Context: an optimization exercise on an open-source flow, tuned for small area. The choices shown serve that exercise and are no tape-out recipe. Function was checked by simulation only, so behaviour that the tests miss may differ from the original. No driver is modelled on the clock port, so clocking that relies on it looks cheaper here than on a real chip. No activity file was given, so power comes from the tool's default toggle rates.

==> module exercise2, before the edit <==
module exercise2 (
		input logic CLOCK_50_I,
		input logic[3:0] PUSH_BUTTON_I,
		input logic[17:0] SWITCH_I,
		output logic[13:0] SEVEN_SEGMENT_N_O,
		output logic[8:0] LED_GREEN_O
);
localparam logic [15:0] LO_F = 16'd40290;    
localparam logic [5:0]  LO_RESET = 6'd34;
localparam logic [15:0] HI_F = 16'd14790;    
localparam logic [6:0]  HI_RESET = 7'd33;
logic resetn;
logic [5:0] lo;
logic [6:0] hi;
logic [3:0] deb [3:0];
logic [3:0] led_green;
logic [3:0] units;
logic [2:0] tens;
logic stop_count, direction;
logic sample_tick, event_slot, count_tick;
logic [3:0] press;
logic at59, at00, at_limit;
assign resetn = ~SWITCH_I[17];
assign sample_tick = (lo & 6'b101011) == 6'b000000;
assign event_slot  = (lo & 6'b101110) == 6'b000000;
assign count_tick  = ((lo & 6'b111010) == 6'b000000) && ((hi & 7'b1111010) == 7'b0110000);
always_ff @ (posedge CLOCK_50_I or negedge resetn) begin
	if (resetn == 1'b0) begin
		lo <= LO_RESET;
		hi <= HI_RESET;
	end else begin
		lo <= {lo[4:0], LO_F[{lo[5], lo[3], lo[1], lo[0]}]};
		if (sample_tick)
			hi <= {hi[5:0], HI_F[{hi[6], hi[4], hi[1], hi[0]}]};
	end
end
genvar gi;
generate
for (gi = 0; gi < 4; gi = gi + 1) begin : g_deb
	logic [3:0] q, n;
	logic s;
	assign q = deb[gi];
	assign s = ~PUSH_BUTTON_I[gi];
	assign n[0] = s | (q[3] & q[2] & ~(q[1] & q[0]));
	assign n[1] = s | q[0];
	assign n[2] = s | q[1];
	assign n[3] = q[2] | (s & (q[3] | q[1]));
	always_ff @ (posedge CLOCK_50_I or negedge resetn) begin
		if (resetn == 1'b0)
			deb[gi] <= 4'b0000;
		else if (sample_tick)
			deb[gi] <= n;
	end
	assign press[gi] = event_slot && (q[0] & ~q[3]);    
end
endgenerate
assign at59 = tens_is_last && units_is_last;
assign at00 = tens_is_first && units_is_first;
assign at_limit = (at59 && !direction) || (at00 && direction);
always_ff @ (posedge CLOCK_50_I or negedge resetn) begin
	if (resetn == 1'b0) begin
		led_green <= 4'h0;
		stop_count <= 1'b0;
		direction <= 1'b0;
	end else begin
		led_green <= led_green ^ press;
		if (press[0])
			stop_count <= ~stop_count;
		else if (at_limit)
			stop_count <= 1'b1;
		if (press[0] && at_limit)
			direction <= ~direction;
		if (!(at59 || at00)) begin
			if (press[2])
				direction <= 1'b1;
			else if (press[1])
				direction <= 1'b0;
		end
	end
end
logic [3:0] units_next;
logic [2:0] tens_next;
logic units_wrap, tens_wrap, units_is_first, units_is_last, tens_is_first, tens_is_last;
logic [6:0] units_seg, tens_seg;
assign units_next[0] = (~units[0]);
assign units_next[1] = (units[0] & units[1] & direction) | (~units[0] & units[1] & ~direction) | (~units[0] & ~units[1] & ~units[2] & direction) | (units[0] & ~units[1] & ~units[3] & ~direction);
assign units_next[2] = (~units[0] & units[2] & ~direction) | (units[0] & units[2] & direction) | (units[0] & ~units[1] & ~units[2] & ~direction) | (~units[0] & units[3] & direction) | (~units[0] & units[1] & ~units[2] & direction);
assign units_next[3] = (~units[0] & units[3] & ~direction) | (units[0] & units[3] & direction) | (~units[0] & ~units[1] & units[2] & direction) | (units[0] & units[1] & units[2] & ~direction);
assign units_wrap = (units[0] & units[3] & ~direction) | (~units[0] & ~units[1] & units[2] & direction);
assign units_seg[0] = (units[0] & ~units[1] & units[2]) | (~units[0] & ~units[1] & ~units[2] & ~units[3]);
assign units_seg[1] = (~units[0] & units[1] & units[2]) | (units[0] & ~units[1] & ~units[2] & ~units[3]);
assign units_seg[2] = (~units[0] & units[1] & ~units[2]);
assign units_seg[3] = (units[0] & units[2]) | (units[0] & units[3]) | (~units[0] & ~units[1] & ~units[2] & ~units[3]);
assign units_seg[4] = (units[0]) | (~units[1] & ~units[2] & ~units[3]);
assign units_seg[5] = (units[1] & ~units[2]) | (units[0] & units[2]);
assign units_seg[6] = (~units[1] & units[2]) | (units[0] & units[2]);
assign units_is_first = (~units[0] & ~units[1] & units[2]);
assign units_is_last = (units[0] & units[3]);
assign tens_next[0] = (~tens[0]);
assign tens_next[1] = (tens[2] & direction) | (~tens[1] & ~tens[2] & ~direction);
assign tens_next[2] = (tens[1] & ~direction) | (~tens[1] & ~tens[2] & direction);
assign tens_wrap = (~tens[0] & tens[1] & direction) | (tens[0] & ~tens[1] & ~tens[2] & ~direction);
assign tens_seg[0] = (tens[2]);
assign tens_seg[1] = (tens[0] & ~tens[1] & ~tens[2]);
assign tens_seg[2] = (~tens[0] & ~tens[1] & ~tens[2]);
assign tens_seg[3] = (tens[2]);
assign tens_seg[4] = (tens[0]) | (tens[2]);
assign tens_seg[5] = (tens[0] & tens[2]) | (tens[0] & tens[1]) | (~tens[0] & ~tens[1] & ~tens[2]);
assign tens_seg[6] = (~tens[0] & tens[1]) | (tens[0] & tens[2]);
assign tens_is_first = (~tens[0] & tens[1]);
assign tens_is_last = (tens[0] & ~tens[1] & ~tens[2]);
always_ff @ (posedge CLOCK_50_I or negedge resetn) begin
	if (resetn == 1'b0) begin
		units <= 4'd4;    
		tens <= 3'd2;     
	end else if (count_tick && !stop_count) begin
		units <= units_next;
		if (units_wrap)
			tens <= tens_next;
	end
end
assign SEVEN_SEGMENT_N_O[6:0]  = units_seg;
assign SEVEN_SEGMENT_N_O[13:7] = tens_seg;
assign LED_GREEN_O = {1'b0,
						~PUSH_BUTTON_I[3], led_green[3],
						~PUSH_BUTTON_I[2], led_green[2],
						~PUSH_BUTTON_I[1], led_green[1],
						~PUSH_BUTTON_I[0], led_green[0]};
endmodule
export LEC_CHECK = 0
export CAP_MARGIN = 20
export CORE_MARGIN = 2
export CORE_UTILIZATION = 60
export GPL_TIMING_DRIVEN = 0
export SLEW_MARGIN = 20
create_clock -name core_clock -period 5.0 [get_ports {CLOCK_50_I}]
standard.sh (not shown) runs the stock make flow with config.mk's settings and CLKGATE_MAP_FILE= SYNTH_SCRIPT=/design/flow/synth_recipe.tcl, a recipe that flattens the netlist after the stock synthesis.
==> flow/flow/run.sh <==
#!/bin/bash
# Own layout flow: the standard ORFS flow (standard.sh) with changes that
# only affect how the layout is built, not what it is measured against:
#  * synthesis is the standard one (synth_recipe.tcl: same registers, names and
#    flip-flop cells), except that adders are not pre-mapped to ha/fa cells
#    and ABC maps the combinational logic with an area script.  Each script
#    in flow/abc/ is tried (in parallel, in scratch copies of the ORFS work
#    folder) and the one giving the smallest synthesised area is used for the
#    real run;
#  * port buffers are sky130_fd_sc_hd__buf_1, and buffers from synthesis are
#    removed at floorplan (REMOVE_ABC_BUFFERS);
#  * the clock: if flow/clkbufs.txt exists ("K cell"), just before CTS the
#    clock sinks are split by position into K groups, each driven by its own
#    clock buffer at the group's centroid (flow/clkbufs.tcl), and TritonCTS
#    then has nothing left to do; otherwise CTS runs with flow/cts_args.txt.
# Each tool's full output is kept in the ORFS logs and in the *.log files here.
set -euo pipefail
W=$(pwd)
F=$W/flow
cp standard.sh flow_standard_copy.log
export OWN_FLOW_DIR=$F
export BUFFER_PORTS_ARGS="-buffer_cell sky130_fd_sc_hd__buf_1"
# drop the buffers synthesis put between ports at floorplan, as the
# timing-driven placement would otherwise do
export REMOVE_ABC_BUFFERS=1
if [[ -f $F/clkbufs.txt ]]; then
  export PRE_CTS_TCL=$F/clkbufs.tcl
  export CTS_ARGS="-sink_clustering_enable -repair_clock_nets -dont_use_dummy_load"
else
  export CTS_ARGS="$(cat $F/cts_args.txt)"
fi

# synthesis scripts: synth_recipe.tcl with ORFS's synth.tcl replaced by a copy
# whose ABC step uses the given script
make_synth() {  # name abc-script
  sed -e "s|^source \$::env(SCRIPTS_DIR)/synth_preamble.tcl|&\nset abc_args [lreplace \$abc_args 1 1 $2]|" \
      "$FLOW_HOME/scripts/synth.tcl" > "$W/own_synth_core_$1.tcl"
  sed -e "s|\$::env(SCRIPTS_DIR)/synth.tcl|$W/own_synth_core_$1.tcl|" synth_recipe.tcl > "$W/own_synth_$1.tcl"
  grep -q "$2" "$W/own_synth_core_$1.tcl"
  grep -q "own_synth_core_$1" "$W/own_synth_$1.tcl"
}

names=()
for s in "$F"/abc/*.abc; do
  n=$(basename "$s" .abc)
  names+=("$n")
  make_synth "$n" "$s"
  sed -e "s|$W/orfs|$W/try_$n|g" standard.sh > "$W/try_$n.sh"
  grep -q "try_$n" "$W/try_$n.sh"
  bash "$W/try_$n.sh" SYNTH_SCRIPT="$W/own_synth_$n.tcl" ADDER_MAP_FILE= synth > "$W/try_$n.log" 2>&1 &
done
wait
best=""
best_area=""
for n in "${names[@]}"; do
  st=$(find "$W/try_$n" -name synth_stat.txt | head -1)
  a=$(grep -m1 "Chip area for module" "$st" | awk '{print $NF}' || true)
  echo "$n $a" >> "$W/synth_choice.log"
  cp "$(find "$W/try_$n" -name 1_2_yosys.log | head -1)" "$W/try_${n}_yosys.log" || true
  if [[ -n "$a" ]] && { [[ -z "$best_area" ]] || awk -v a="$a" -v b="$best_area" 'BEGIN{exit !(a < b)}'; }; then
    best=$n; best_area=$a
  fi
done
echo "chosen $best $best_area" >> "$W/synth_choice.log"
rm -rf "$W"/try_*/
test -n "$best"
bash standard.sh SYNTH_SCRIPT="$W/own_synth_$best.tcl" ADDER_MAP_FILE= finish > "$W/flow_make.log" 2>&1
test -f out/final.def
Other scripts of this flow, unchanged in this note and not shown: flow/flow/abc/a1_base.abc, flow/flow/abc/a2_ds2.abc, flow/flow/abc/a3_mapa.abc, flow/flow/abc/a4_nfE.abc, flow/flow/abc/a5_nfp.abc, flow/flow/abc/a6_amap.abc, flow/flow/abc/a7_mapa2.abc, flow/flow/abc/a8_mapa3.abc, flow/flow/abc/a9_mapa5.abc, flow/flow/clkbufs.tcl, flow/flow/clkbufs.txt
==> next run, changes <==
--- a/flow/design.v
+++ b/flow/design.v
@@ -34,33 +34,34 @@
 		output logic[13:0] SEVEN_SEGMENT_N_O,
 		output logic[8:0] LED_GREEN_O
 );
-localparam logic [15:0] LO_F = 16'd40290;    
-localparam logic [5:0]  LO_RESET = 6'd34;
-localparam logic [15:0] HI_F = 16'd14790;    
-localparam logic [6:0]  HI_RESET = 7'd33;
+localparam logic [15:0] LO_F = 16'd25500;    
+localparam logic [6:0]  LO_RESET = 7'd10;
+localparam logic [15:0] HI_F = 16'd14662;    
+localparam logic [5:0]  HI_RESET = 6'd1;
 logic resetn;
-logic [5:0] lo;
-logic [6:0] hi;
+logic [6:0] lo;
+logic [5:0] hi;
 logic [3:0] deb [3:0];
 logic [3:0] led_green;
 logic [3:0] units;
 logic [2:0] tens;
 logic stop_count, direction;
-logic sample_tick, event_slot, count_tick;
+logic sample_tick, event_slot, lo_slot1, count_tick;
 logic [3:0] press;
 logic at59, at00, at_limit;
 assign resetn = ~SWITCH_I[17];
-assign sample_tick = (lo & 6'b101011) == 6'b000000;
-assign event_slot  = (lo & 6'b101110) == 6'b000000;
-assign count_tick  = ((lo & 6'b111010) == 6'b000000) && ((hi & 7'b1111010) == 7'b0110000);
+assign sample_tick = (lo & 7'b0111101) == 7'b0110100;
+assign event_slot  = (lo & 7'b1110101) == 7'b1010000;
+assign lo_slot1    = (lo & 7'b1011101) == 7'b0010100;
+assign count_tick  = lo_slot1 && ((hi & 6'b010111) == 6'b010111);
 always_ff @ (posedge CLOCK_50_I or negedge resetn) begin
 	if (resetn == 1'b0) begin
 		lo <= LO_RESET;
 		hi <= HI_RESET;
 	end else begin
-		lo <= {lo[4:0], LO_F[{lo[5], lo[3], lo[1], lo[0]}]};
-		if (sample_tick)
-			hi <= {hi[5:0], HI_F[{hi[6], hi[4], hi[1], hi[0]}]};
+		lo <= {lo[5:0], LO_F[{lo[6], lo[5], lo[4], lo[1]}]};
+		if (lo_slot1)
+			hi <= {hi[4:0], HI_F[{hi[5], hi[4], hi[1], hi[0]}]};
 	end
 end
 genvar gi;
Design area hardly moves.
Fmax rose by 11%.
First-iteration DRC count fell by about 40%.
Power fell by 20%.
Via count fell by about 0.5%.
Routed wire length fell by about 5.4%.
Global-route usage fell by 1.3 points.
Clock power stays flat.

## re-timing with driven ports
No port has a modelled driver above. Below, the same layouts with a new extraction and two added sets of constraints.
Step 1 sets driving cells, clkbuf_16 on the clock port and buf_2 on the other inputs (assumed; they add their load-dependent delay and slew).
Step 2, shift: input delay + t, output delay - t, t = (earliest + latest rising clock arrival at the registers) / 2. This alone moves slack from input paths to output paths.
a / b / c = ideal ports / drivers / drivers and shift; a / b = the first two.
run	t (ns)	setup WS [ns]	clock arrival spread, ns	worst slew at a driven data input, ns	cell pins on the clock port's net
the first run	0.203	2.136 / 2.097 / 2.300	0.015 / 0.016	0.03	4
the second run	0.202	2.424 / 2.386 / 2.587	0.010 / 0.011	0.03	4
After both steps setup and hold are still met in every run listed.
